Background: an optimization exercise with open tools, aiming at small area and a short achievable clock period. Do not read the settings as production practice. Only simulation tests tie the RTL to the original design; equivalence was not proved. No activity file was given, so power comes from the tool's default toggle rates.

run 1:
## ula_top
module ula_top (
    input         clk,
    input  [31:0] in1,
    input  [31:0] in2,
    input  [4:0]  op,
    output [31:0] result,
    output        zero
);
    reg [3:0] lut;
    reg       rev, lui, bkeep, binv, cin, sel_sum, sel_shr, sel_shl, sel_set,
              set_inv, sra;
    always @(*) begin
        lut = 4'b1100;    
        {rev, lui, bkeep, binv, cin, sel_sum, sel_shr, sel_shl, sel_set,
         set_inv, sra} = 11'b0;
        case (op)
            5'd0, 5'd17: begin lut = 4'b1000; sel_sum = 1'b1; end   
            5'd1, 5'd18: begin lut = 4'b1110; sel_sum = 1'b1; end   
            5'd3, 5'd19: begin lut = 4'b0110; sel_sum = 1'b1; end   
            5'd4:        begin lut = 4'b0001; sel_sum = 1'b1; end   
            5'd2, 5'd16: begin bkeep = 1'b1; sel_sum = 1'b1; end    
            5'd6: begin bkeep = 1'b1; binv = 1'b1; cin = 1'b1; sel_sum = 1'b1; end  
            5'd5, 5'd7, 5'd23, 5'd24: begin                         
                bkeep = 1'b1; binv = 1'b1; cin = 1'b1; sel_set = 1'b1; set_inv = 1'b1;
            end
            5'd20: begin lut = 4'b0110; binv = 1'b1; sel_set = 1'b1; set_inv = 1'b1; end  
            5'd21: begin lut = 4'b0110; binv = 1'b1; sel_set = 1'b1; end  
            5'd8, 5'd11:  begin lut = 4'b0000; rev = 1'b1; bkeep = 1'b1; sel_shl = 1'b1; end  
            5'd9, 5'd12:  begin bkeep = 1'b1; sel_shr = 1'b1; end    
            5'd10, 5'd13: begin bkeep = 1'b1; sel_shr = 1'b1; sra = 1'b1; end  
  ...
==> flow/config.mk <==
export PLATFORM = sky130hd
export DESIGN_NAME = ula_top
export DESIGN_NICKNAME = ula_top
export VERILOG_FILES = /design/flow/design.v
export SDC_FILE = /design/flow/constraint.sdc
export NUM_CORES = 4
export LEC_CHECK = 0
export CAP_MARGIN = 20
export CORE_MARGIN = 2
export CORE_UTILIZATION = 60
export SETUP_SLACK_MARGIN = 2.9
export SLEW_MARGIN = 20
==> flow/constraint.sdc <==
create_clock -name core_clock -period 5.5 [get_ports {clk}]
set_input_delay 1.1000 -clock core_clock [delete_from_list [all_inputs] [get_ports {clk}]]
set_output_delay 1.1000 -clock core_clock [all_outputs]
set_load 0.01 [all_outputs]
standard.sh (not shown) runs the stock make flow with config.mk's settings and CLKGATE_MAP_FILE= SYNTH_SCRIPT=/design/flow/synth_recipe.tcl, a recipe that flattens the netlist after the stock synthesis.
==> flow/flow/run.sh <==
#!/bin/bash
# Own layout flow: the standard flow (standard.sh) with two changes:
#  - synthesis maps the logic with the ABC script in flow/abc.script
#    (registers are mapped by the standard steps, unchanged);
#  - the port buffers are plain buf_1 cells.
# Each tool's output goes to a log file in this folder.
set -euo pipefail
HERE=$(pwd)
# synthesis script: the standard one, with ORFS's synth.tcl calling abc with our script
sed "s#log_cmd abc {\*}\$abc_args#set abc_args [lreplace \$abc_args 1 1 $HERE/flow/abc.script]\n  log_cmd abc {*}\$abc_args#" \
    "$FLOW_HOME/scripts/synth.tcl" > "$HERE/synth_own.tcl"
grep -q "flow/abc.script" "$HERE/synth_own.tcl"
sed "s#source \$::env(SCRIPTS_DIR)/synth.tcl#source $HERE/synth_own.tcl#" synth_recipe.tcl > synth_recipe_own.tcl
grep -q "synth_own.tcl" synth_recipe_own.tcl
export BUFFER_PORTS_ARGS="-buffer_cell sky130_fd_sc_hd__buf_1"
bash standard.sh SYNTH_SCRIPT="$HERE/synth_recipe_own.tcl" finish > standard.log 2>&1
==> flow/flow/abc.script <==
&get -n
&st
&dch
&nf -D 1500
&put
buffer -c
topo
stime -c
upsize -c
dnsize -c
Setup changes, run 1 to run 2
Settings: SETUP_SLACK_MARGIN now 2.5, was 2.9; CORE_UTILIZATION now 40, was 60.
==> flow/run.sh (new file) <==
#!/bin/bash
# synth_recipe.tcl (not shown) runs the flow's synth.tcl, then flattens the netlist and writes it again
# the make line also repeats each setting of config.mk as NAME=value (left out here)
make -C /OpenROAD-flow-scripts/flow DESIGN_CONFIG=/design/flow/config.mk WORK_HOME=/design/flow/orfs CLKGATE_MAP_FILE= SYNTH_SCRIPT=/design/flow/synth_recipe.tcl finish
removed: flow/flow/run.sh
removed: flow/flow/abc.script
removed: flow/standard.sh
Results
Run 2 does worse than run 1 on clock period minus final worst setup slack. Run 2 -> run 1: number of clock sinks flat. Clock network fraction of design power (higher): run 2. Of run 2 and run 1, run 1 shows the lower worst slew slack as a fraction of its limit, with run 2 above it. On storage element area, run 2 tracks run 1 almost exactly.
## Diff of input files: run 3 against run 2
Settings: SETUP_SLACK_MARGIN changed from 2.5 to 2.9; CTS_BUF_LIST newly set to sky130_fd_sc_hd__clkbuf_8; CORE_UTILIZATION changed from 40 to 60.
==> flow/flow/run.sh (new file) <==
#!/bin/bash
# Own layout flow: the standard flow (standard.sh) with two changes:
#  - synthesis maps the logic with the ABC script in flow/abc.script
#    (registers are mapped by the standard steps, unchanged);
#  - the port buffers are plain buf_1 cells.
# Each tool's output goes to a log file in this folder.
set -euo pipefail
HERE=$(pwd)
# synthesis script: the standard one, with ORFS's synth.tcl calling abc with our script
sed "s#log_cmd abc {\*}\$abc_args#set abc_args [lreplace \$abc_args 1 1 $HERE/flow/abc.script]\n  log_cmd abc {*}\$abc_args#" \
    "$FLOW_HOME/scripts/synth.tcl" > "$HERE/synth_own.tcl"
grep -q "flow/abc.script" "$HERE/synth_own.tcl"
sed "s#source \$::env(SCRIPTS_DIR)/synth.tcl#source $HERE/synth_own.tcl#" synth_recipe.tcl > synth_recipe_own.tcl
grep -q "synth_own.tcl" synth_recipe_own.tcl
export BUFFER_PORTS_ARGS="-buffer_cell sky130_fd_sc_hd__buf_1"
bash standard.sh SYNTH_SCRIPT="$HERE/synth_recipe_own.tcl" finish > standard.log 2>&1
==> flow/flow/abc.script (new file) <==
&get -n
&st
&dch
&nf -p -R 100
&put
buffer -c
topo
stime -c
upsize -c
dnsize -c
==> flow/standard.sh (new file) <==
#!/bin/bash
# synth_recipe.tcl (not shown) runs the flow's synth.tcl, then flattens the netlist and writes it again
# the make line also repeats each setting of config.mk as NAME=value (left out here)
make -C /OpenROAD-flow-scripts/flow DESIGN_CONFIG=/design/flow/config.mk WORK_HOME=/design/flow/orfs CLKGATE_MAP_FILE= SYNTH_SCRIPT=/design/flow/synth_recipe.tcl "${@:-finish}"
removed: flow/run.sh
Findings:
- | fraction of power consumed by the clock network | run 3 vs run 2 | 4.9 points lower |
- Of run 3 and run 2, run 3 shows the higher part of the power in combinational logic, with run 2 below it.
- Area taken by multi-input logic gates, run 3 and run 2, higher one = run 2.
- Between run 3 and run 2, it is run 3 whose count of multi-input gates is higher, by 131.

==> port drivers added, routing unchanged <==
Ports are ideal in the flow. The routed layouts listed here were re-timed in OpenROAD.
Step 1 (the two cells are an assumption about what drives the block):
set clk [get_ports {clk}]
set_driving_cell -lib_cell sky130_fd_sc_hd__clkbuf_16 $clk
set_driving_cell -lib_cell sky130_fd_sc_hd__buf_2 [delete_from_list [all_inputs] $clk]
Step 2 adds t to the input delays and takes it off the output delays; t is the mean of the earliest and latest rising clock arrival at the registers after step 1. Input paths then give back, and output paths get back, about the clock's delay inside the block.
Slacks: no drivers / after step 1 / after step 2; pairs: no drivers / after step 1.
run	t (ns)	slack for setup (ns)	hold slack, ns
run 1	0.411	2.927 / 2.927 / 2.630	0.497 / 0.497 / 0.497
run 2	0.398	2.613 / 2.582 / 2.247	0.608 / 0.608 / 0.608
run 3	0.437	2.962 / 2.935 / 2.565	0.517 / 0.517 / 0.517
After both steps every run listed still meets setup and hold. For run 3, which loses most, drivers alone change the setup slack by -0.027 ns; drivers and shift together by -0.397 ns.
